From an optimization exercise on the open Yosys and OpenROAD flow, aimed at small area; shortcuts taken in it are not production practice. In this exercise RTL edits were held to simulation tests only and were not proved equivalent to the original. In runs 5 and 6 the design's own scripts or RTL, not TritonCTS, make the clock network. The clock input has no modelled driver; a real chip could not lean on it and would need a root buffer or a full tree. Power is estimated from default activity; no workload was simulated.

### design/flow/config.mk
export PLATFORM = sky130hd
export DESIGN_NAME = skin
export DESIGN_NICKNAME = skin
export VERILOG_FILES = /design/flow/design.v
export SDC_FILE = /design/flow/constraint.sdc
export NUM_CORES = 4
export LEC_CHECK = 0
export CAP_MARGIN = 20
export CORE_MARGIN = 2
export CORE_UTILIZATION = 40
export SLEW_MARGIN = 20
### design/flow/constraint.sdc
create_clock -name core_clock -period 10.0 [get_ports {sys_clk}]
set_input_delay 2.0000 -clock core_clock [delete_from_list [all_inputs] [get_ports {sys_clk}]]
set_output_delay 2.0000 -clock core_clock [all_outputs]
set_load 0.01 [all_outputs]
### design/flow/design.v
module skin(input sys_clk,
            input sys_rst_n,
            input bit_in,
            output bit_out);
    reg [2:0] ph;           
    always @(posedge sys_clk or negedge sys_rst_n) begin
        if (!sys_rst_n)
            ph <= 3'd0;
        else
            ph <= ph + 3'd1;
    end
    reg [8:0] rc;           
    reg [3:0] rb;           
    reg       s0, s1;       
    reg [1:0] g;            
    reg [7:0] d1, d2, d3;   
    wire ridle = (rb == 4'd0);
    wire rwrap = ((rc & 9'd471) == 9'd341);
    wire rlast = (rb == 4'd10);
    wire wr    = ((rc & 9'd155) == 9'd146) && (ph == rb[2:0]) && (rb >= 4'd2) && (rb <= 4'd9);
    wire dlv   = rwrap && (rb == 4'd9);
    wire start = dlv && (g == 2'd3);
    always @(posedge sys_clk) begin
        if (ridle || rwrap)
            rc <= 9'd410;
        else
            rc <= {rc[7:0], (rc[8] ^ rc[4])};
    end
    always @(posedge sys_clk or negedge sys_rst_n) begin
        if (!sys_rst_n)
            rb <= 4'd0;
        else if (ridle || rwrap && rlast)
            rb <= {3'd0, ~bit_in};
        else if (rwrap)
            rb <= rb + 4'd1;
    end
    always @(posedge sys_clk) begin
        if (((rc & 9'd239) == 9'd229)) s0 <= bit_in;
        if (((rc & 9'd383) == 9'd116)) s1 <= bit_in;
        if (((rc & 9'd446) == 9'd160)) s0 <= (s0 & s1) | (bit_in & (s0 | s1));
    end
    always @(posedge sys_clk or negedge sys_rst_n) begin
        if (!sys_rst_n)
            g <= 2'd1;
        else if (dlv)
            g <= (g == 2'd3) ? 2'd1 : g + 2'd1;
    end
    always @(posedge sys_clk) begin
        d1 <= {(wr && g == 2'd1) ? s0 : d1[0], d1[7:1]};
        d2 <= {(wr && g == 2'd2) ? s0 : d2[0], d2[7:1]};
        d3 <= {(wr && g == 2'd3) ? s0 : d3[0], d3[7:1]};
    end
    reg [8:0] tc;
    reg [3:0] tb;           
    reg [1:0] tk;           
    wire twrap = ((tc & 9'd471) == 9'd341);
    wire tend  = twrap && (tb == 4'd10);
    always @(posedge sys_clk) begin
        if (start)
            tc <= 9'd17;
        else if (twrap)
            tc <= 9'd410;
        else
            tc <= {tc[7:0], (tc[8] ^ tc[4])};
        if (start)
            tb <= 4'd0;
        else if (tend)
            tb <= 4'd1;
        else if (twrap)
            tb <= tb + 4'd1;
    end
    always @(posedge sys_clk or negedge sys_rst_n) begin
        if (!sys_rst_n)
            tk <= 2'd0;
        else if (start)
            tk <= 2'd1;
        else if (tend && tk != 2'd0)
            tk <= tk + 2'd1;
    end
    reg nxt, cur;
    always @(posedge sys_clk) begin
        if (ph == tb[2:0])
            case (tk)
                2'd1: nxt <= d1[1];
                2'd2: nxt <= d2[1];
                default: nxt <= d3[1];
            endcase
        if (twrap)
            cur <= nxt;
    end
    assign bit_out = (tk == 2'd0) || (tb == 4'd0) || (tb == 4'd10) || ((tb != 4'd1) && cur);
endmodule
### design/flow/flow/run.sh
#!/bin/bash
# Own layout flow: the standard synthesis, then the combinational logic
# between the registers is mapped again by ABC with an area-oriented script
# (registers, their names and cell types are kept as the standard synthesis
# made them; the smallest of four differently seeded runs is kept), then
# the standard layout from floorplan to finish, with CTS without dummy
# loads and the smallest buffer on the ports.
set -euo pipefail
HERE=$(pwd)
R=$HERE/orfs/results/sky130hd/skin/base
LIB=$FLOW_HOME/platforms/sky130hd/lib/sky130_fd_sc_hd__tt_025C_1v80.lib

bash standard.sh synth > log_1_synth.txt 2>&1
cp $R/1_2_yosys.v $HERE/std_synth.v

for S in 1 2 3 4; do
  sed -e "s#@SEED@#$S#" flow/area.abc > area_$S.abc
  sed -e "s#@LIB@#$LIB#g" -e "s#@IN@#$HERE/std_synth.v#g" -e "s#@OUT@#$HERE/resynth_$S.v#g" \
      -e "s#@ABC@#$HERE/area_$S.abc#g" flow/resynth.ys > resynth_$S.ys
  yosys -s resynth_$S.ys > log_2_resynth_$S.txt 2>&1 &
done
wait
BEST=""; BESTA=""
for S in 1 2 3 4; do
  A=$(grep "Chip area for module" log_2_resynth_$S.txt | tail -1 | grep -oE "[0-9.]+$" || true)
  if [[ -n "$A" && -s resynth_$S.v ]]; then
    if [[ -z "$BEST" ]] || awk "BEGIN{exit !($A < $BESTA)}"; then BEST=$S; BESTA=$A; fi
  fi
done
echo "resynthesis: seed $BEST, area $BESTA" > resynth_choice.txt
cp $HERE/resynth_$BEST.v $R/1_2_yosys.v
rm -f $R/1_synth.odb $R/1_synth.sdc
bash standard.sh synth > log_3_synth_odb.txt 2>&1
CTS="-sink_clustering_enable -sink_clustering_size 64 -sink_clustering_max_diameter 1000 -root_buf sky130_fd_sc_hd__clkbuf_8 -buf_list sky130_fd_sc_hd__clkbuf_8 -dont_use_dummy_load -sink_buffer_max_cap_derate 1.0 -repair_clock_nets"
bash standard.sh "CTS_ARGS=$CTS" "BUFFER_PORTS_ARGS=-buffer_cell sky130_fd_sc_hd__buf_1" finish > log_4_layout.txt 2>&1
test -f out/final.def
### design/flow/flow/area.abc
strash
&get -n
&deepsyn -S @SEED@ -T 25
&put
dch -f
map -a
strash
dch
map -a
### design/flow/flow/resynth.ys
# Re-map the combinational logic of the standard synthesis netlist.
read_liberty -ignore_miss_func @LIB@
read_verilog @IN@
hierarchy -top skin
setattr -mod -set keep_hierarchy 1 sky130_fd_sc_hd__df* sky130_fd_sc_hd__edf*
flatten
opt -purge
select skin
abc -script @ABC@ -liberty @LIB@ -dont_use *probe* -dont_use *lpflow*
opt_clean -purge
stat -liberty @LIB@
write_verilog -noattr -nohex -nodec -selected @OUT@
### design/flow/standard.sh
#!/bin/bash
# synth_recipe.tcl (not shown) runs the flow's synth.tcl, then flattens the netlist and writes it again
# the make line also repeats each setting of config.mk as NAME=value (left out here)
make -C /OpenROAD-flow-scripts/flow DESIGN_CONFIG=/design/flow/config.mk WORK_HOME=/design/flow/orfs CLKGATE_MAP_FILE= SYNTH_SCRIPT=/design/flow/synth_recipe.tcl "${@:-finish}"
==> flow_metrics.tcl, run 1 <==
set metrics [dict create \
    initial_utilization_pct 42.1 \
    setup.worst_path.start_class "register" \
    finalCriticalPeriod_ps 3180 \
    ys.warnings.count 1 \
    placed_area_sq_um 2110 \
    grt_usage_pct 13.6 \
    critPathKind "reg2out" \
    cts_num_sinks 61 \
    cpMaxStageDelayCell "dfxtp_1" \
    r2r_slack_ps 7530 \
    root_buffer "clkbuf_8" \
    pwr-share-seq_pct 61.4 \
    dieArea_sq_um 5630 \
    dp_hpwl_mm 2.34 \
    grt_max_degree 12 \
    antenna_left 0 \
    viasPerCell 4.66 \
    avgSynthCellArea_sq_um 9.42 \
    end_kind "output pin" \
    io_pins 4 \
    finalSetupViolations 0 \
    leakagePower_nw 0.880 \
    die_x_um 75.0 \
    post_cts_buffers 0 \
    worstPathRequired_ps 8000 \
    synthToLayoutAreaGrowth_pct 10.9 \
    overflow 0 \
    max_cap_violations 0 \
    drtIter0Drc 45 \
    nets 231 \
    drive_gt1_share_pct 5.31 \
    drc 0 \
    syn_inst 214 \
    cts_resized 0 \
    vias 1364 \
    netSwitchingFraction_pct 18.6 \
    antenna_found_initial 0 \
    rows 25 \
    switchingPower_w 0.0000747 \
    post_drt_wl_per_cell_um 10.7 \
    syn_area_sq_um 2020 \
    diodes 0 \
    hold_ws_ps 321 \
    dieHeight_um 75.0 \
    worstPathArrival_ps 1180 \
    max_freq_ghz 0.314 \
    firstDrtPassIters 6 \
    numCtsBuffers 9 \
    clk_path_buf_depth 2 \
    grt_pass1_vias 1255 \
    routabilityCongestion 0.848 \
    fill_cells 478 \
    wl_mm 3.14 \
    slew_viol_final 0 \
    synth_nets 217 \
    powerDensity_nw_per_um2 179 \
    cp_slowest_stage_delay_ps 360 \
    status "complete, no violations" \
    final.setup.tns_ps 0 \
    path_cells "o31ai_1 > o2111ai_1 > buf_1" \
    design_area_sq_um 2240 \
    clkTransAtPathRegs_ps 60 \
    critPathMaxFanout 6 \
    finalPower_w 0.000401 \
    max_slew.worst_pin.slew_ps 716 \
    portBuffers 3 \
    combinationalPowerShare_pct 0.4 \
    slew_headroom_pct 52.1 \
    core_area_sq_um 4790 \
    hold_viol 0 \
    cts_tree "yes" \
    power.internal_w 0.000326 \
    skew_ps 14.8 \
    pwr-share-clk_pct 38.2 \
    ir_drop_mv 0.127 \
    cts_hold_buf 0 \
    grt_pass1_wl_mm 5.46 \
    finalCritPeriodShare_pct 31.8 \
    clk_latency_ps 320 \
    htreeDepth 3 \
    hold_class "reg2reg" \
    rsz0062_at_grt "false" \
]
## final timing paths
kind                       cells after the start      start      end
setup reg to reg                               8      rc[6]    tc[0]
min in group asynchronous                      1  sys_rst_n     g[1]
hold reg to reg                                0      d3[4]    d3[3]
setup / recovery                               3      tb[1]  bit_out
max in group asynchronous                      1  sys_rst_n    rb[0]
hold / removal                                 0      d3[4]    d3[3]
## registers in the layout (all words and copies together) (netlist names)
name / flops
tk: 2
nxt: 1
s0: 1
cur: 1
d2: 8
d1: 8
rc: 9
ph: 3
tb: 4
s1: 1
d3: 8
tc: 9
rb: 4
g: 2
## stage by stage
stage / setup slack [ps] / std cells / utilization (%)
floorplan: 7260 / 214 / -
global placement: 7150 / 284 / 44.1
detailed placement: 7140 / 284 / 44.1
CTS: 6800 / 293 / 46.7
global route: 6710 / 293 / 46.7
finish: 6820 / 293 / 46.7
## placed cells by master (no fill, tap or decap), drive strengths merged, types with 2 or more instances in the layout
| cell type | instances |
|---|---|
| nor3 | 12 |
| clkinv | 37 |
| nor4 | 3 |
| o2111ai | 2 |
| nand2 | 12 |
| dfrtp | 10 |
| xor2 | 4 |
| o22ai | 4 |
| o21ai | 4 |
| buf | 3 |
| a31oi | 2 |
| or2 | 2 |
| a21oi | 9 |
| nand3 | 8 |
| nor2 | 47 |
| clkbuf | 9 |
| edfxtp | 4 |
| dfxtp | 46 |
## area by class of cell
cell class	instances	area (sq um)	share of cell area [%]
Multi-Input combinational cell	116	561	25.1
Sequential cell	61	1320	58.9
Inverter	37	139	6.21
Timing Repair Buffer	3	11.3	0.504
Clock buffer	9	124	5.54
Tap cell	67	83.8	3.75
## per-layer routing
layer  share of wire [%]  global-route usage, %  vias to the layer above
met1                  51                   16.8                      618
li1                    -                      -                      724
met3                 4.0                   7.23                        5
met5                   0                      0                        -
met2                  44                   19.7                       17
met4                 1.1                   5.95                        0
## power by group through the flow
stage                     Combinational, W  Clock [W]  Sequential [W]
after floorplan                0.000000158          0        0.000251
after global placement          0.00000150          0        0.000251
after detailed placement        0.00000152          0        0.000251
after CTS                       0.00000154   0.000160        0.000246
after global routing            0.00000184   0.000169        0.000246
final                           0.00000141   0.000153        0.000246
## critical path: cells and delay by family, from the launching register on
| family | cells | cell delay (ps) |
|---|---|---|
| buffers and inverters | 1 | 140 |
| AO/OA/AOI/OAI | 2 | 360 |
| flip-flops | 1 | 360 |
==> run 2: changes to the inputs <==
--- a/design/flow/design.v
+++ b/design/flow/design.v
@@ -16,7 +16,7 @@
     reg [7:0] d1, d2, d3;   
-    wire ridle = (rb == 4'd0);
+    wire ridle = !rb[3] && rb[2] && !rb[0];
     wire rwrap = ((rc & 9'd471) == 9'd341);
-    wire rlast = (rb == 4'd10);
-    wire wr    = ((rc & 9'd155) == 9'd146) && (ph == rb[2:0]) && (rb >= 4'd2) && (rb <= 4'd9);
-    wire dlv   = rwrap && (rb == 4'd9);
+    wire rlast = !rb[3] && !rb[2];
+    wire wr    = ((rc & 9'd155) == 9'd146) && rb[3] && (ph == rb[2:0]);
+    wire dlv   = rwrap && (rb == 4'd15);
     wire start = dlv && (g == 2'd3);
@@ -30,5 +30,5 @@
         if (!sys_rst_n)
-            rb <= 4'd0;
+            rb <= 4'd4;
         else if (ridle || rwrap && rlast)
-            rb <= {3'd0, ~bit_in};
+            rb <= {1'b0, 1'b1, ~bit_in, ~bit_in};
         else if (rwrap)
@@ -56,3 +56,3 @@
     wire twrap = ((tc & 9'd471) == 9'd341);
-    wire tend  = twrap && (tb == 4'd10);
+    wire tend  = twrap && !tb[3] && !tb[2];
     always @(posedge sys_clk) begin
@@ -65,5 +65,5 @@
         if (start)
-            tb <= 4'd0;
+            tb <= 4'd6;
         else if (tend)
-            tb <= 4'd1;
+            tb <= 4'd7;
         else if (twrap)
@@ -90,3 +90,3 @@
     end
-    assign bit_out = (tk == 2'd0) || (tb == 4'd0) || (tb == 4'd10) || ((tb != 4'd1) && cur);
+    assign bit_out = (tk == 2'd0) || (tb[3] ? cur : !tb[0]);
 endmodule
--- a/design/flow/flow/run.sh
+++ b/design/flow/flow/run.sh
@@ -33,3 +33,3 @@
 bash standard.sh synth > log_3_synth_odb.txt 2>&1
-CTS="-sink_clustering_enable -sink_clustering_size 64 -sink_clustering_max_diameter 1000 -root_buf sky130_fd_sc_hd__clkbuf_8 -buf_list sky130_fd_sc_hd__clkbuf_8 -dont_use_dummy_load -sink_buffer_max_cap_derate 1.0 -repair_clock_nets"
+CTS="-sink_clustering_enable -sink_clustering_size 64 -sink_clustering_max_diameter 1000 -root_buf sky130_fd_sc_hd__clkbuf_4 -buf_list sky130_fd_sc_hd__clkbuf_4 -dont_use_dummy_load -sink_buffer_max_cap_derate 1.0 -repair_clock_nets"
 bash standard.sh "CTS_ARGS=$CTS" "BUFFER_PORTS_ARGS=-buffer_cell sky130_fd_sc_hd__buf_1" finish > log_4_layout.txt 2>&1
==> flow_metrics.tcl, run 2 <==
set metrics [dict create \
    grt_pass1_vias 1142 \
    max_freq_ghz 0.315 \
    ys.warnings.count 1 \
    path_delay_family "flip-flops" \
    hold_class "reg2reg" \
    powerDensity_nw_per_um2 168 \
    dieHeight_um 74.4 \
    root_buffer "clkbuf_4" \
    synthToLayoutAreaGrowth_pct 8.20 \
    post_drt_wl_per_cell_um 10.3 \
    clk_path_buf_depth 2 \
    portBuffers 3 \
    viasPerCell 4.50 \
    cts_hold_buf 0 \
    slew_headroom_pct 42.5 \
    overflow 0 \
    cpMaxStageDelayCell "dfrtp_1" \
    grt_max_degree 12 \
    wl_mm 2.97 \
    syn_area_sq_um 1980 \
    layout_commonest_cell "dfxtp_1" \
    worstPathArrival_ps 1170 \
    finalSetupViolations 0 \
    slew_viol_final 0 \
    antenna_found_initial 0 \
    grt_pass1_wl_mm 5.00 \
    routabilityCongestion 0.843 \
    initial_utilization_pct 41.7 \
    max_slew.worst_pin.slew_ps 841 \
    worstPathRequired_ps 8000 \
    drc 0 \
    cts_num_sinks 61 \
    ir_drop_mv 0.0725 \
    route.met2.wl_mm 1.20 \
    mostFrequentLayoutCells "46 x dfxtp_1, 43 x nor2_1, 39 x clkinv_1" \
    hold_ws_ps 324 \
    post_cts_buffers 0 \
    critPathMaxFanout 5 \
    cp_num_buf_inv 1 \
    numCtsBuffers 9 \
    finalCritPeriodShare_pct 31.7 \
    status "complete, no violations" \
    wl_met1_mm 1.56 \
    end_kind "output pin" \
    antenna_left 0 \
    avgSynthCellArea_sq_um 9.49 \
    vias 1296 \
    pre_cts_slack_ps 7230 \
    critPathKind "reg2out" \
    drive_gt1_share_pct 6.33 \
    max_cap_violations 0 \
    dieArea_sq_um 5540 \
    die_x_um 74.4 \
    multiInputGateArea_sq_um 519 \
    top_layer "met4" \
    dp_hpwl_mm 2.10 \
    firstDrtPassIters 4 \
    cp_slowest_stage_delay_ps 430 \
    diodes 0 \
    nets 226 \
    clk_latency_ps 390 \
    finalCriticalPeriod_ps 3170 \
    dr_wl_met3_um 100 \
    htreeDepth 3 \
    largestRegisters "rc x9, tc x9" \
    synth_nets 212 \
    skew_ps 23.9 \
    cts_resized 0 \
    io_pins 4 \
    setup.worst_path.start_class "register" \
    ff_latch_area_sq_um 1320 \
    leakagePower_nw 0.839 \
    setup_ws_ps 6830 \
    core_area_sq_um 4750 \
    fill_cells 477 \
    finish.utilization_pct 45.2 \
    clkTransAtPathRegs_ps 90 \
    hold_viol 0 \
    rows 25 \
    path_cells "o221ai_1 > buf_1" \
    cts_tree "yes" \
    syn_inst 209 \
    grt_usage_pct 12.9 \
    rsz0062_at_grt "false" \
    final.setup.tns_ps 0 \
    drtIter0Drc 45 \
]
-- run 2: cell type report --
class	count	area share (%)
Sequential cell	61	61.4
Multi-Input combinational cell	109	24.2
Inverter	39	6.82
Tap cell	67	3.90
Clock buffer	9	3.15
Timing Repair Buffer	3	0.524
-- run 2: path summary, 6_finish.rpt --
kind,from,endpoint,slack [ps],depth (start not counted)
worst max-delay path,tk[1],bit_out,6830,2
worst min-delay path,d2[4],d2[3],320,0
worst max register to register,rc[2],tk[1],7660,11
min in group asynchronous,sys_rst_n,g[1],1610,1
worst min register to register,d2[4],d2[3],320,0
max in group asynchronous,sys_rst_n,rb[3],7970,1
-- run 2: metal layers --
metal / GRT usage (%) / up-vias
met3: 4.47 / 9
met1: 16.6 / 584
met2: 17.2 / 13
met4: 10.7 / 0
li1: - / 690
met5: 0 / -
-- run 2: power breakdown --
group	internal, W	switching [W]
combinational	0.000000459	0.00000148
sequential	0.000246	0.000000262
clock	0.0000417	0.0000707
-- run 2: worst register-to-register path, stage by stage, from the launching register on --
cell      delay, ps
dfxtp_1         340
clkinv_1         80
nor3_1          240
nand2_1         110
nor4_1          350
nand4_1         190
nor2_1          300
nand3_1         180
clkinv_1        240
nor2_1          110
nand2_1          70
nand2_1          50
-- run 2: stage by stage --
step | total power [W] | cells | cell area (sq um)
after floorplan | 0.000252 | 209 | 1980
after global placement | 0.000254 | 279 | 2080
after detailed placement | 0.000254 | 279 | 2080
after CTS | 0.000366 | 288 | 2150
after global routing | 0.000377 | 288 | 2150
final | 0.000361 | 288 | 2150
==> run 3: changes to the inputs <==
--- a/design/flow/flow/run.sh
+++ b/design/flow/flow/run.sh
@@ -4,3 +4,4 @@
 # (registers, their names and cell types are kept as the standard synthesis
-# made them; the smallest of four differently seeded runs is kept), then
+# made them; the smallest of eight runs with different seeds and mappers
+# is kept), then
 # the standard layout from floorplan to finish, with CTS without dummy
@@ -15,7 +16,15 @@
 
-for S in 1 2 3 4; do
-  sed -e "s#@SEED@#$S#" flow/area.abc > area_$S.abc
-  sed -e "s#@LIB@#$LIB#g" -e "s#@IN@#$HERE/std_synth.v#g" -e "s#@OUT@#$HERE/resynth_$S.v#g" \
-      -e "s#@ABC@#$HERE/area_$S.abc#g" flow/resynth.ys > resynth_$S.ys
-  yosys -s resynth_$S.ys > log_2_resynth_$S.txt 2>&1 &
+VARIANTS="amap:1 amap:2 amap:3 amap:4 nf:1 nf:2 nf:3 nf:4"
+run_variant() {
+  local M=${1%%:*} S=${1##*:}
+  sed -e "s#@SEED@#$S#" flow/area_$M.abc > area_${M}_$S.abc
+  sed -e "s#@LIB@#$LIB#g" -e "s#@IN@#$HERE/std_synth.v#g" -e "s#@OUT@#$HERE/resynth_${M}_$S.v#g" \
+      -e "s#@ABC@#$HERE/area_${M}_$S.abc#g" flow/resynth.ys > resynth_${M}_$S.ys
+  yosys -s resynth_${M}_$S.ys > log_2_resynth_${M}_$S.txt 2>&1 || true
+}
+N=0
+for V in $VARIANTS; do
+  run_variant $V &
+  N=$((N + 1))
+  if (( N % 4 == 0 )); then wait; fi
 done
@@ -23,9 +32,10 @@
 BEST=""; BESTA=""
-for S in 1 2 3 4; do
-  A=$(grep "Chip area for module" log_2_resynth_$S.txt | tail -1 | grep -oE "[0-9.]+$" || true)
-  if [[ -n "$A" && -s resynth_$S.v ]]; then
-    if [[ -z "$BEST" ]] || awk "BEGIN{exit !($A < $BESTA)}"; then BEST=$S; BESTA=$A; fi
+for V in $VARIANTS; do
+  T=${V%%:*}_${V##*:}
+  A=$(grep "Chip area for module" log_2_resynth_$T.txt | tail -1 | grep -oE "[0-9.]+$" || true)
+  if [[ -n "$A" && -s resynth_$T.v ]]; then
+    if [[ -z "$BEST" ]] || awk "BEGIN{exit !($A < $BESTA)}"; then BEST=$T; BESTA=$A; fi
   fi
 done
-echo "resynthesis: seed $BEST, area $BESTA" > resynth_choice.txt
+echo "resynthesis: $BEST, area $BESTA" > resynth_choice.txt
 cp $HERE/resynth_$BEST.v $R/1_2_yosys.v
==> design/flow/flow/area_amap.abc (new file) <==
strash
&get -n
&deepsyn -S @SEED@ -T 20
&put
dch -f
amap
==> design/flow/flow/area_nf.abc (new file) <==
strash
&get -n
&deepsyn -S @SEED@ -T 20
&dch -f
&nf -a -R 1000
&put
removed: design/flow/flow/area.abc
==> flow_metrics.tcl, run 3 <==
set metrics [dict create \
    status "complete, no violations" \
    hold_class "reg2reg" \
    dr_wl_met3_um 131 \
    mostFrequentLayoutCells "46 x dfxtp_1, 31 x nor2_1, 23 x clkinv_1" \
    path_cells "clkinv_1 > o22ai_1 > o21ai_0 > buf_1" \
    diodes 0 \
    antenna_found_initial 0 \
    cts_hold_buf 0 \
    cp_slowest_stage_delay_ps 330 \
    largestRegisters "rc x9, tc x9" \
    placed_cells 259 \
    syn_inst 189 \
    powerDensity_nw_per_um2 168 \
    avgSynthCellArea_sq_um 10.4 \
    nets 206 \
    netSwitchingFraction_pct 19.5 \
    rows 25 \
    skew_ps 15.5 \
    clk_path_buf_depth 2 \
    antenna_left 0 \
    syn_area_sq_um 1960 \
    clkTransAtPathRegs_ps 90 \
    grt_pass1_wl_mm 5.22 \
    end_kind "output pin" \
    path_delay_family "flip-flops" \
    clk_latency_ps 370 \
    firstDrtPassIters 4 \
    grt_max_degree 14 \
    ir_drop_mv 0.0818 \
    pwr-share-clk_pct 30.8 \
    dieHeight_um 74.0 \
    setup.worst_path.start_class "register" \
    switchingPower_w 0.0000696 \
    cp_num_buf_inv 2 \
    viasPerCell 4.78 \
    finish.utilization_pct 44.9 \
    dieArea_sq_um 5470 \
    wl_mm 3.02 \
    fin_cells 268 \
    dp_hpwl_mm 2.14 \
    synth_nets 192 \
    max_cap_violations 0 \
    vias 1280 \
    htreeDepth 3 \
    max_freq_ghz 0.311 \
    initial_utilization_pct 41.5 \
    max_slew.worst_pin.slew_ps 840 \
    io_pins 4 \
    finalCritPeriodShare_pct 32.2 \
    pwr-share-seq_pct 68.8 \
    synthToLayoutAreaGrowth_pct 8.31 \
    die_x_um 74.0 \
    ys.warnings.count 1 \
    layout_commonest_cell "dfxtp_1" \
    route.met2.wl_mm 1.31 \
    finalSetupViolations 0 \
    core_area_sq_um 4720 \
    cpMaxStageDelayCell "dfxtp_1" \
    worstPathArrival_ps 1220 \
    grt_usage_pct 13.3 \
    leakagePower_nw 0.825 \
    cts_tree "yes" \
    post_cts_buffers 0 \
    final.setup.tns_ps 0 \
    hold_viol 0 \
    hold_ws_ps 320 \
    overflow 0 \
    wl_met1_mm 1.53 \
    grt_pass1_vias 1137 \
    power.internal_w 0.000288 \
    drtIter0Drc 45 \
    critPathKind "reg2out" \
    r2r_slack_ps 7140 \
    post_drt_wl_per_cell_um 11.3 \
    cts_resized 0 \
    rsz0062_at_grt "false" \
    cts_num_sinks 61 \
    setup_ws_ps 6780 \
    root_buffer "clkbuf_4" \
    drc 0 \
    finalCriticalPeriod_ps 3220 \
    worstPathRequired_ps 8000 \
    numCtsBuffers 9 \
    portBuffers 3 \
    slew_viol_final 0 \
    pre_cts_slack_ps 7160 \
    combinationalPowerShare_pct 0.4 \
    slew_headroom_pct 43.5 \
    critPathMaxFanout 5 \
    top_layer "met4" \
    drive_gt1_share_pct 5.47 \
    routabilityCongestion 0.803 \
]
-- run 3: changes by cell type in the layout (fill, tap and decap cells not counted), moves of 2 or more --
cell / previous run / this run
clkinv_1: 39 / 23
nor2_1: 43 / 31
nand2_1: 14 / 7
or2_0: 0 / 7
nor3_1: 9 / 3
or3_1: 0 / 5
and3_1: 0 / 3
nor2b_1: 0 / 3
nor4_1: 1 / 4
o22ai_1: 3 / 6
or2_2: 3 / 0
xor2_1: 3 / 0
nand4_1: 4 / 2
-- run 3: metal layers --
metal,up-vias,track usage [%]
met3,5,6.91
met1,584,16.7
met4,0,5.45
li1,674,-
met2,17,19.4
met5,-,0
-- run 3: cell type report --
class	count	area, sq um
inverter	23	86.3
timing repair buffer	3	11.3
clock buffer	9	67.6
sequential	61	1320
multi-input combinational	105	553
fill	448	2600
tap	67	83.8
-- run 3: power groups by stage --
stage	clock, W	sequential, W	combinational (W)
after floorplan	0	0.000251	0.000000136
final	0.000110	0.000246	0.00000143
after global placement	0	0.000251	0.00000149
after CTS	0.000116	0.000246	0.00000152
after global routing	0.000126	0.000246	0.00000172
after detailed placement	0	0.000251	0.00000151
-- run 3: per-stage QoR --
stage                     total power (W)  area, sq um
after floorplan                  0.000251         1960
after global placement           0.000253         2050
after global routing             0.000373         2120
after CTS                        0.000364         2120
final                            0.000357         2120
after detailed placement         0.000253         2050
-- run 3: final timing paths --
check,from,cells past startpoint,endpoint
worst max-delay path,tb[0],4,bit_out
worst min-delay path,d3[2],0,d3[1]
worst max register to register,rc[4],12,tk[1]
worst min register to register,d3[2],0,d3[1]
max in group asynchronous,sys_rst_n,1,ph[0]
min in group asynchronous,sys_rst_n,1,ph[2]
==> run 4: changes to the inputs <==
--- a/design/flow/design.v
+++ b/design/flow/design.v
@@ -13,3 +13,3 @@
     reg [3:0] rb;           
-    reg       s0, s1;       
+    reg [1:0] a;            
     reg [1:0] g;            
@@ -37,5 +37,6 @@
     always @(posedge sys_clk) begin
-        if (((rc & 9'd239) == 9'd229)) s0 <= bit_in;
-        if (((rc & 9'd383) == 9'd116)) s1 <= bit_in;
-        if (((rc & 9'd446) == 9'd160)) s0 <= (s0 & s1) | (bit_in & (s0 | s1));
+        if (rwrap)
+            a <= 2'd0;
+        else if ((((rc & 9'd239) == 9'd229) || ((rc & 9'd383) == 9'd116) || ((rc & 9'd446) == 9'd160)) && bit_in)
+            a <= a + 2'd1;
     end
@@ -48,5 +49,5 @@
     always @(posedge sys_clk) begin
-        d1 <= {(wr && g == 2'd1) ? s0 : d1[0], d1[7:1]};
-        d2 <= {(wr && g == 2'd2) ? s0 : d2[0], d2[7:1]};
-        d3 <= {(wr && g == 2'd3) ? s0 : d3[0], d3[7:1]};
+        d1 <= {(wr && g == 2'd1) ? a[1] : d1[0], d1[7:1]};
+        d2 <= {(wr && g == 2'd2) ? a[1] : d2[0], d2[7:1]};
+        d3 <= {(wr && g == 2'd3) ? a[1] : d3[0], d3[7:1]};
     end
==> flow_metrics.tcl, run 4 <==
set metrics [dict create \
    status "complete, no violations" \
    die_x_um 73.6 \
    overflow 0 \
    grt_pass1_vias 1149 \
    drive_gt1_share_pct 5.39 \
    core_area_sq_um 4690 \
    synthToLayoutAreaGrowth_pct 7.55 \
    hold_viol 0 \
    drtIter0Drc 42 \
    largestRegisters "rc x9, tc x9" \
    firstDrtPassIters 4 \
    clkTransAtPathRegs_ps 90 \
    slew_headroom_pct 46.0 \
    worstRegToRegCells 15 \
    powerDensity_nw_per_um2 221 \
    cts_num_sinks 61 \
    setup.worst_path.start_class "register" \
    drc 0 \
    io_pins 4 \
    cts_tree "yes" \
    avgSynthCellArea_sq_um 10.1 \
    layout_commonest_cell "dfxtp_1" \
    max_freq_ghz 0.305 \
    finish.utilization_pct 44.5 \
    root_buffer "clkbuf_4" \
    cts_hold_buf 0 \
    dieArea_sq_um 5420 \
    grt_usage_pct 12.9 \
    syn_inst 192 \
    initial_utilization_pct 41.3 \
    finalCritPeriodShare_pct 32.8 \
    diodes 0 \
    clk_path_buf_depth 2 \
    ff_latch_area_sq_um 1300 \
    finalCriticalPeriod_ps 3280 \
    critPathMaxFanout 5 \
    fill_cells 477 \
    dp_hpwl_mm 2.14 \
    dieHeight_um 73.6 \
    post_cts_buffers 0 \
    slew_viol_final 0 \
    finalSetupViolations 0 \
    vias 1261 \
    rsz0062_at_grt "false" \
    viasPerCell 4.89 \
    critPathKind "reg2out" \
    clk_latency_ps 390 \
    whs_path_depth 0 \
    antenna_left 0 \
    numCtsBuffers 9 \
    max_slew.worst_pin.slew_ps 807 \
    final.setup.tns_ps 0 \
    worstPathRequired_ps 8000 \
    cts_resized 0 \
    end_kind "output pin" \
    routabilityCongestion 0.782 \
    synth_nets 195 \
    grt_max_degree 14 \
    portBuffers 3 \
    hold_class "reg2reg" \
    syn_area_sq_um 1940 \
    worstPathArrival_ps 1280 \
    ir_drop_mv 0.112 \
    post_drt_wl_per_cell_um 11.7 \
    nets 209 \
    leakagePower_nw 0.809 \
    wl_mm 3.02 \
    grt_pass1_wl_mm 4.99 \
    skew_ps 39.7 \
    mostFrequentLayoutCells "48 x dfxtp_1, 32 x nor2_1, 28 x clkinv_1" \
    multiInputGateArea_sq_um 536 \
    htreeDepth 3 \
    ys.warnings.count 1 \
    antenna_found_initial 0 \
    rows 25 \
    max_cap_violations 0 \
]
-- run 4: worst max-delay path, stage by stage, from the launching register on --
cell	delay (ps)
dfxtp_1	330
clkinv_1	140
o22ai_1	190
o21ai_0	110
buf_1	140
-- run 4: metal layers --
layer | global-route usage [%] | wire (um)
met4 | 7.88 | 70
met2 | 18.7 | 1280
met5 | 0 | 0
met3 | 6.17 | 122
met1 | 15.6 | 1540
-- run 4: worst paths after layout --
| path | slack (ps) | start | endpoint |
|---|---|---|---|
| worst min-delay path | 320 | d3[6] | d3[5] |
| worst max-delay path | 6720 | tb[0] | bit_out |
| max in group asynchronous | 8010 | sys_rst_n | ph[1] |
| min in group asynchronous | 1570 | sys_rst_n | g[1] |
| worst max register to register | 6760 | rc[1] | tc[6] |
| worst min register to register | 320 | d3[6] | d3[5] |
-- run 4: report_power, final --
group / internal, W / switching (W) / total [W]
registers: 0.000275 / 0.0000192 / 0.000294
clock network: 0.0000417 / 0.0000699 / 0.000112
logic: 0.0000228 / 0.0000331 / 0.0000559
total: 0.000339 / 0.000122 / 0.000462
-- run 4: final cells by class --
class | instances | share of cell area [%]
well taps | 54 | 3.24
flip-flops and latches | 61 | 62.3
clock buffers | 9 | 3.24
inverters | 28 | 5.04
multi-input cells | 103 | 25.7
repair buffers | 3 | 0.540
-- run 4: through the flow --
step	cell area [sq um]	hold WS (ps)	power, W	instances	setup slack (ps)
global route	2090	330	0.000489	258	6200
detailed placement	2020	313	0.000356	249	6820
finish	2090	316	0.000462	258	6720
CTS	2090	323	0.000470	258	6690
global placement	2020	311	0.000356	249	6930
floorplan	1940	310	0.000339	192	7270
==> run 5: changes to the inputs <==
--- a/design/flow/flow/run.sh
+++ b/design/flow/flow/run.sh
@@ -6,4 +6,4 @@
 # is kept), then
-# the standard layout from floorplan to finish, with CTS without dummy
-# loads and the smallest buffer on the ports.
+# the standard layout from floorplan to finish, with the smallest buffer
+# on the ports and a hand-built clock tree.
 set -euo pipefail
@@ -43,4 +43,9 @@
 bash standard.sh synth > log_3_synth_odb.txt 2>&1
-CTS="-sink_clustering_enable -sink_clustering_size 64 -sink_clustering_max_diameter 1000 -root_buf sky130_fd_sc_hd__clkbuf_4 -buf_list sky130_fd_sc_hd__clkbuf_4 -dont_use_dummy_load -sink_buffer_max_cap_derate 1.0 -repair_clock_nets"
-bash standard.sh "CTS_ARGS=$CTS" "BUFFER_PORTS_ARGS=-buffer_cell sky130_fd_sc_hd__buf_1" finish > log_4_layout.txt 2>&1
+PORTS="BUFFER_PORTS_ARGS=-buffer_cell sky130_fd_sc_hd__buf_1"
+bash standard.sh "$PORTS" place > log_4_place.txt 2>&1
+# The clock tree is built by flow/cts.tcl instead of TritonCTS: two
+# clkbuf_16, each driving half of the registers. make is told not to
+# rebuild that step.
+LIBF=$LIB R=$R NB=2 BUF=sky130_fd_sc_hd__clkbuf_16 openroad -no_init -exit flow/cts.tcl > log_5_cts.txt 2>&1
+bash standard.sh -o $R/4_1_cts.odb "$PORTS" finish > log_6_finish.txt 2>&1
 test -f out/final.def
==> design/flow/flow/cts.tcl (new file) <==
# Clock tree by hand: the clock port drives NB clock buffers of type BUF,
# each driving the registers of one vertical strip of the core.
read_liberty $::env(LIBF)
read_db $::env(R)/3_place.odb
read_sdc $::env(R)/3_place.sdc
source $::env(FLOW_HOME)/platforms/sky130hd/setRC.tcl
set NB $::env(NB)
set BUF $::env(BUF)
set block [ord::get_db_block]
set net [$block findNet sys_clk]
set master [[ord::get_db] findMaster $BUF]
set sinks {}
foreach it [$net getITerms] {
  set i [$it getInst]
  set loc [$i getLocation]
  lappend sinks [list [lindex $loc 0] [lindex $loc 1] $it]
}
set sinks [lsort -integer -index 0 $sinks]
set n [llength $sinks]
for {set b 0} {$b < $NB} {incr b} {
  set lo [expr {$b * $n / $NB}]
  set hi [expr {($b + 1) * $n / $NB - 1}]
  set inst [odb::dbInst_create $block $master clkbuf_hand_$b]
  set nnet [odb::dbNet_create $block clknet_hand_$b]
  $nnet setSigType CLOCK
  set xs 0; set ys 0; set k 0
  foreach s [lrange $sinks $lo $hi] {
    set it [lindex $s 2]
    $it disconnect
    $it connect $nnet
    set xs [expr {$xs + [lindex $s 0]}]; set ys [expr {$ys + [lindex $s 1]}]; incr k
  }
  [$inst findITerm A] connect $net
  [$inst findITerm X] connect $nnet
  $inst setLocation [expr {$xs / $k}] [expr {$ys / $k}]
  $inst setPlacementStatus PLACED
}
detailed_placement
check_placement
set_propagated_clock [all_clocks]
estimate_parasitics -placement
report_clock_min_period
report_worst_slack -max
report_worst_slack -min
set_propagated_clock [all_clocks]
estimate_parasitics -placement
write_db $::env(R)/4_1_cts.odb
write_sdc $::env(R)/4_cts.sdc
==> flow_metrics.tcl, run 5 <==
set metrics [dict create \
    skew_ps 11.4 \
    whs_path_depth 0 \
    worstRegToRegCells 15 \
    cpMaxStageDelayCell "nor2_1" \
    reg2reg_to "tc[6]" \
    critPathKind "reg2reg" \
    drtIter0Drc 67 \
    hold_end "d1[2]" \
    dp_hpwl_mm 2.14 \
    hold_viol 0 \
    rsz0062_at_grt "false" \
    portBuffers 3 \
    worstPathRequired_ps 10070 \
    grt_pass1_vias 1059 \
    ys.warnings.count 1 \
    rows 25 \
    layout_commonest_cell "dfxtp_1" \
    ir_drop_mv 0.183 \
    mostFrequentLayoutCells "48 x dfxtp_1, 32 x nor2_1, 28 x clkinv_1" \
    placed_cells 249 \
    max_cap_violations 0 \
    wl_met1_mm 1.54 \
    r2r_start "rc[1]" \
    diodes 0 \
    setup.worst_path.start_class "register" \
    antenna_left 0 \
    max_slew.worst_pin.slew_ps 809 \
    io_pins 4 \
    routabilityCongestion 0.782 \
    dr_wl_met3_um 49 \
    grt_usage_pct 10.6 \
    finalCriticalPeriod_ps 3200 \
    synthToLayoutAreaGrowth_pct 6.64 \
    core_area_sq_um 4690 \
    slew_headroom_pct 45.8 \
    fill_cells 478 \
    nets 202 \
    cp_common_cell "clkinv_1" \
    clk_latency_ps 170 \
    cp_slowest_stage_delay_ps 620 \
    initial_utilization_pct 41.3 \
    clkTransAtPathRegs_ps 110 \
    die_x_um 73.6 \
    grt_max_degree 32 \
    hold_class "reg2reg" \
    drive_gt1_share_pct 2.03 \
    syn_area_sq_um 1940 \
    worstPathArrival_ps 3270 \
    fin_cells 251 \
    antenna_found_initial 0 \
    r2r_slack_ps 6800 \
    grt_pass1_wl_mm 4.75 \
    path_cells "clkinv_1 > nand4_1 > nor3_1 > clkinv_1 > nor2_1 > nand2_1 > nor2_1 > clkinv_1 > nor2_1 > clkinv_1 > nor2_1 > clkinv_1 > nor2_1 > clkinv_1 > and3_1" \
    syn_inst 192 \
    firstDrtPassIters 4 \
    end_kind "register" \
    top_layer "met4" \
    powerDensity_nw_per_um2 214 \
    min-delay-start "d1[3]" \
    critPathMaxFanout 13 \
    slew_viol_final 0 \
    largestRegisters "rc x9, tc x9" \
    route.met2.wl_mm 1.23 \
    max_freq_ghz 0.313 \
    hold_ws_ps 335 \
    drc 0 \
    finish.utilization_pct 44.1 \
    wl_mm 2.84 \
    synth_nets 195 \
    final.setup.tns_ps 0 \
    vias 1210 \
    dieArea_sq_um 5420 \
    finalSetupViolations 0 \
    finalCritPeriodShare_pct 32.0 \
    dieHeight_um 73.6 \
    post_drt_wl_per_cell_um 11.3 \
    leakagePower_nw 0.792 \
    status "complete, no violations" \
    overflow 0 \
    viasPerCell 4.82 \
    avgSynthCellArea_sq_um 10.1 \
]
[run 5: cell types whose count changed in the layout (fill, tap and decap cells not counted), sizes merged]
cell	previous run	this run
clkbuf	9	2
[run 5: metal layers]
metal	GRT usage (%)	vias up
met4	0.606	0
li1	-	663
met5	0	-
met2	17.8	5
met3	0.823	2
met1	15.9	540
[run 5: final cells by class]
type / instances / area (sq um) / share of cell area (%)
sequential: 61 / 1300 / 62.8
multi-input combinational: 103 / 536 / 25.9
inverter: 28 / 105 / 5.08
tap: 54 / 67.6 / 3.27
buffer: 2 / 50.0 / 2.42
timing repair buffer: 3 / 11.3 / 0.544
[run 5: worst max-delay path by stage]
stage | startpoint | slack (ps) | endpoint | cells after the start
5_1_grt | rc[1] | 6250 | tc[6] | 15
3_3_place_gp | rc[1] | 6930 | tc[6] | 15
2_1_floorplan | tb[0] | 7270 | bit_out | 3
3_5_place_dp | rc[1] | 6820 | tc[6] | 15
6_report | rc[1] | 6800 | tc[6] | 15
[run 5: metrics by stage]
stage / worst slack (ps) / total power, W / area (sq um)
after floorplan: 7270 / 0.000339 / 1940
after detailed placement: 6820 / 0.000356 / 2020
after global routing: 6250 / 0.000467 / 2070
after global placement: 6930 / 0.000356 / 2020
final: 6800 / 0.000443 / 2070
[run 5: power by group]
group	leakage [nW]	internal [W]	total, W	switching, W
combinational	0.225	0.0000228	0.0000560	0.0000332
clock	0.0246	0.0000371	0.0000929	0.0000558
sequential	0.542	0.000275	0.000294	0.0000193
total	0.792	0.000335	0.000443	0.000108
[run 5: critical path: cells and delay by family, from the launching register on]
kind / cells / cell delay, ps
AND/OR/NAND/NOR: 9 / 1970
buffers and inverters: 6 / 830
flip-flops: 1 / 320
==> run 6: changes to the inputs <==
--- a/design/flow/flow/run.sh
+++ b/design/flow/flow/run.sh
@@ -4,3 +4,3 @@
 # (registers, their names and cell types are kept as the standard synthesis
-# made them; the smallest of eight runs with different seeds and mappers
+# made them; the smallest of twelve runs with different seeds and mappers
 # is kept), then
@@ -16,3 +16,3 @@
 
-VARIANTS="amap:1 amap:2 amap:3 amap:4 nf:1 nf:2 nf:3 nf:4"
+VARIANTS="amap:1 amap:2 amap:3 amap:4 amap:5 amap:6 nf:1 nf:2 nf:3 nf:4 nf:5 nf:6"
 run_variant() {
==> flow_metrics.tcl, run 6 <==
set metrics [dict create \
    core_area_sq_um 4690 \
    finalSetupViolations 0 \
    grt_usage_pct 10.5 \
    r2r_start "rc[1]" \
    vias 1216 \
    drc 0 \
    diodes 0 \
    nets 198 \
    worstPathRequired_ps 8000 \
    antenna_left 0 \
    largestRegisters "rc x9, tc x9" \
    grt_pass1_vias 1109 \
    drive_gt1_share_pct 2.07 \
    mostFrequentLayoutCells "48 x dfxtp_1, 28 x clkinv_1, 23 x nor2_1" \
    rsz0062_at_grt "false" \
    drtIter0Drc 54 \
    final.setup.tns_ps 0 \
    multiInputGateArea_sq_um 532 \
    leakagePower_nw 0.778 \
    max_slew.worst_pin.slew_ps 790 \
    pre_cts_slack_ps 6940 \
    hold_end "d3[6]" \
    whs_path_depth 0 \
    max_freq_ghz 0.324 \
    critPathMaxFanout 5 \
    syn_inst 188 \
    setup.worst_path.start_class "register" \
    ir_drop_mv 0.120 \
    crit_start "tb[0]" \
    end_kind "output pin" \
    rows 25 \
    clk_latency_ps 160 \
    firstDrtPassIters 4 \
    finalCritPeriodShare_pct 30.9 \
    synthToLayoutAreaGrowth_pct 6.66 \
    critPathKind "reg2out" \
    fill_cells 473 \
    status "complete, no violations" \
    layout_commonest_cell "dfxtp_1" \
    hold_viol 0 \
    ff_latch_area_sq_um 1300 \
    post_drt_wl_per_cell_um 11.3 \
    grt_pass1_wl_mm 4.71 \
    cpMaxStageDelayCell "dfxtp_1" \
    routabilityCongestion 0.806 \
    portBuffers 3 \
    dieArea_sq_um 5410 \
    hold_class "reg2reg" \
    max_cap_violations 0 \
    grt_max_degree 32 \
    fin_cells 247 \
    min-delay-start "d3[7]" \
    placed_area_sq_um 2010 \
    wl_mm 2.78 \
    synth_nets 191 \
    skew_ps 8.10 \
    io_pins 4 \
    avgSynthCellArea_sq_um 10.3 \
    reg2reg_to "tk[1]" \
    slew_viol_final 0 \
    syn_area_sq_um 1940 \
    ys.warnings.count 1 \
    powerDensity_nw_per_um2 164 \
    cp_slowest_stage_delay_ps 350 \
    antenna_found_initial 0 \
    viasPerCell 4.92 \
    r2r_slack_ps 7010 \
    die_x_um 73.6 \
    dieHeight_um 73.6 \
    overflow 0 \
    path_cells "clkinv_1 > o22ai_1 > o21ai_0 > buf_1" \
    cp_num_buf_inv 2 \
    placed_cells 245 \
    setup_ws_ps 6910 \
    clkTransAtPathRegs_ps 100 \
    initial_utilization_pct 41.3 \
    path_delay_family "flip-flops" \
    finalCriticalPeriod_ps 3090 \
    design_area_sq_um 2060 \
    worstPathArrival_ps 1090 \
    worstRegToRegCells 11 \
    slew_headroom_pct 47.1 \
    dp_hpwl_mm 2.06 \
]
-- run 6: worst reg2reg max path, cell delays in order, from the launching register on --
cell and delay [ps]:
dfxtp_1 350, clkinv_1 60, nand4_1 110, nor3_1 410, nand4_1 220, nor2_1 170, clkinv_1 100, nor2_1 140
clkinv_1 100, nor2_1 610, clkinv_1 330, a32o_1 290
-- run 6: how the worst max path moves through the flow --
stage | endpoint | slack [ps] | cells past startpoint
2_1_floorplan | a[1] | 7140 | 4
3_3_place_gp | a[1] | 6980 | 5
3_5_place_dp | a[1] | 6940 | 5
5_1_grt | tk[1] | 6660 | 11
6_report | bit_out | 6910 | 4
-- run 6: through the flow --
stage	total power (W)	util, %	hold slack (ps)
floorplan	0.000252	-	310
global placement	0.000253	42.9	310
detailed placement	0.000253	42.9	312
global route	0.000354	44.0	341
finish	0.000339	44.0	330
-- run 6: power by group --
part	total [W]	switching [W]	internal, W
sequential	0.000245	0.000000350	0.000245
combinational	0.00000215	0.00000151	0.000000645
clock	0.0000914	0.0000544	0.0000370
-- run 6: per-layer routing --
| layer | GRT usage, % | share of wire (%) | up-vias |
|---|---|---|---|
| met5 | 0 | 0 | - |
| met4 | 1.41 | 1.4 | 0 |
| met3 | 1.10 | 2.4 | 4 |
| met2 | 16.9 | 41 | 12 |
| met1 | 15.8 | 55 | 548 |
| li1 | - | - | 652 |
-- run 6: final cells by class --
class	count	share of cell area, %
Inverter	28	5.09
Buffer	2	2.42
Multi-Input combinational cell	99	25.8
Tap cell	54	3.27
Sequential cell	61	62.9
Timing Repair Buffer	3	0.545

## static timing again, ports no longer ideal
No port has a modelled driver above. Below, the same layouts with a new extraction and two added sets of constraints.
Step 1 assumes that a clkbuf_16 drives the clock port and a buf_2 every other input.
Step 2 times the ports against the registers' clock, not the clock port: input delays grow and output delays shrink by t, the midpoint of the rising clock arrivals with the driver on.
a / b / c = no drivers / after step 1 / after step 2; a / b = the first two.
run | t (ns) | setup slack, ns | hold slack, ns | latest minus earliest clock arrival (ns) | worst slew at a driven data input, ns
run 1 | 0.342 | 6.819 / 6.792 / 7.134 | 0.321 / 0.321 / 0.321 | 0.015 / 0.015 | 0.03
run 2 | 0.398 | 6.828 / 6.804 / 7.202 | 0.324 / 0.324 / 0.324 | 0.024 / 0.024 | 0.03
run 3 | 0.384 | 6.780 / 6.757 / 7.141 | 0.320 / 0.320 / 0.320 | 0.016 / 0.015 | 0.03
run 4 | 0.397 | 6.721 / 6.696 / 6.761 | 0.316 / 0.316 / 0.316 | 0.040 / 0.040 | 0.03
run 5 | 0.203 | 6.801 / 6.801 / 6.801 | 0.335 / 0.335 / 0.335 | 0.012 / 0.012 | 0.03
run 6 | 0.204 | 6.915 / 6.871 / 6.921 | 0.330 / 0.330 / 0.330 | 0.008 / 0.008 | 0.03
After both steps setup and hold are still met in every run listed.
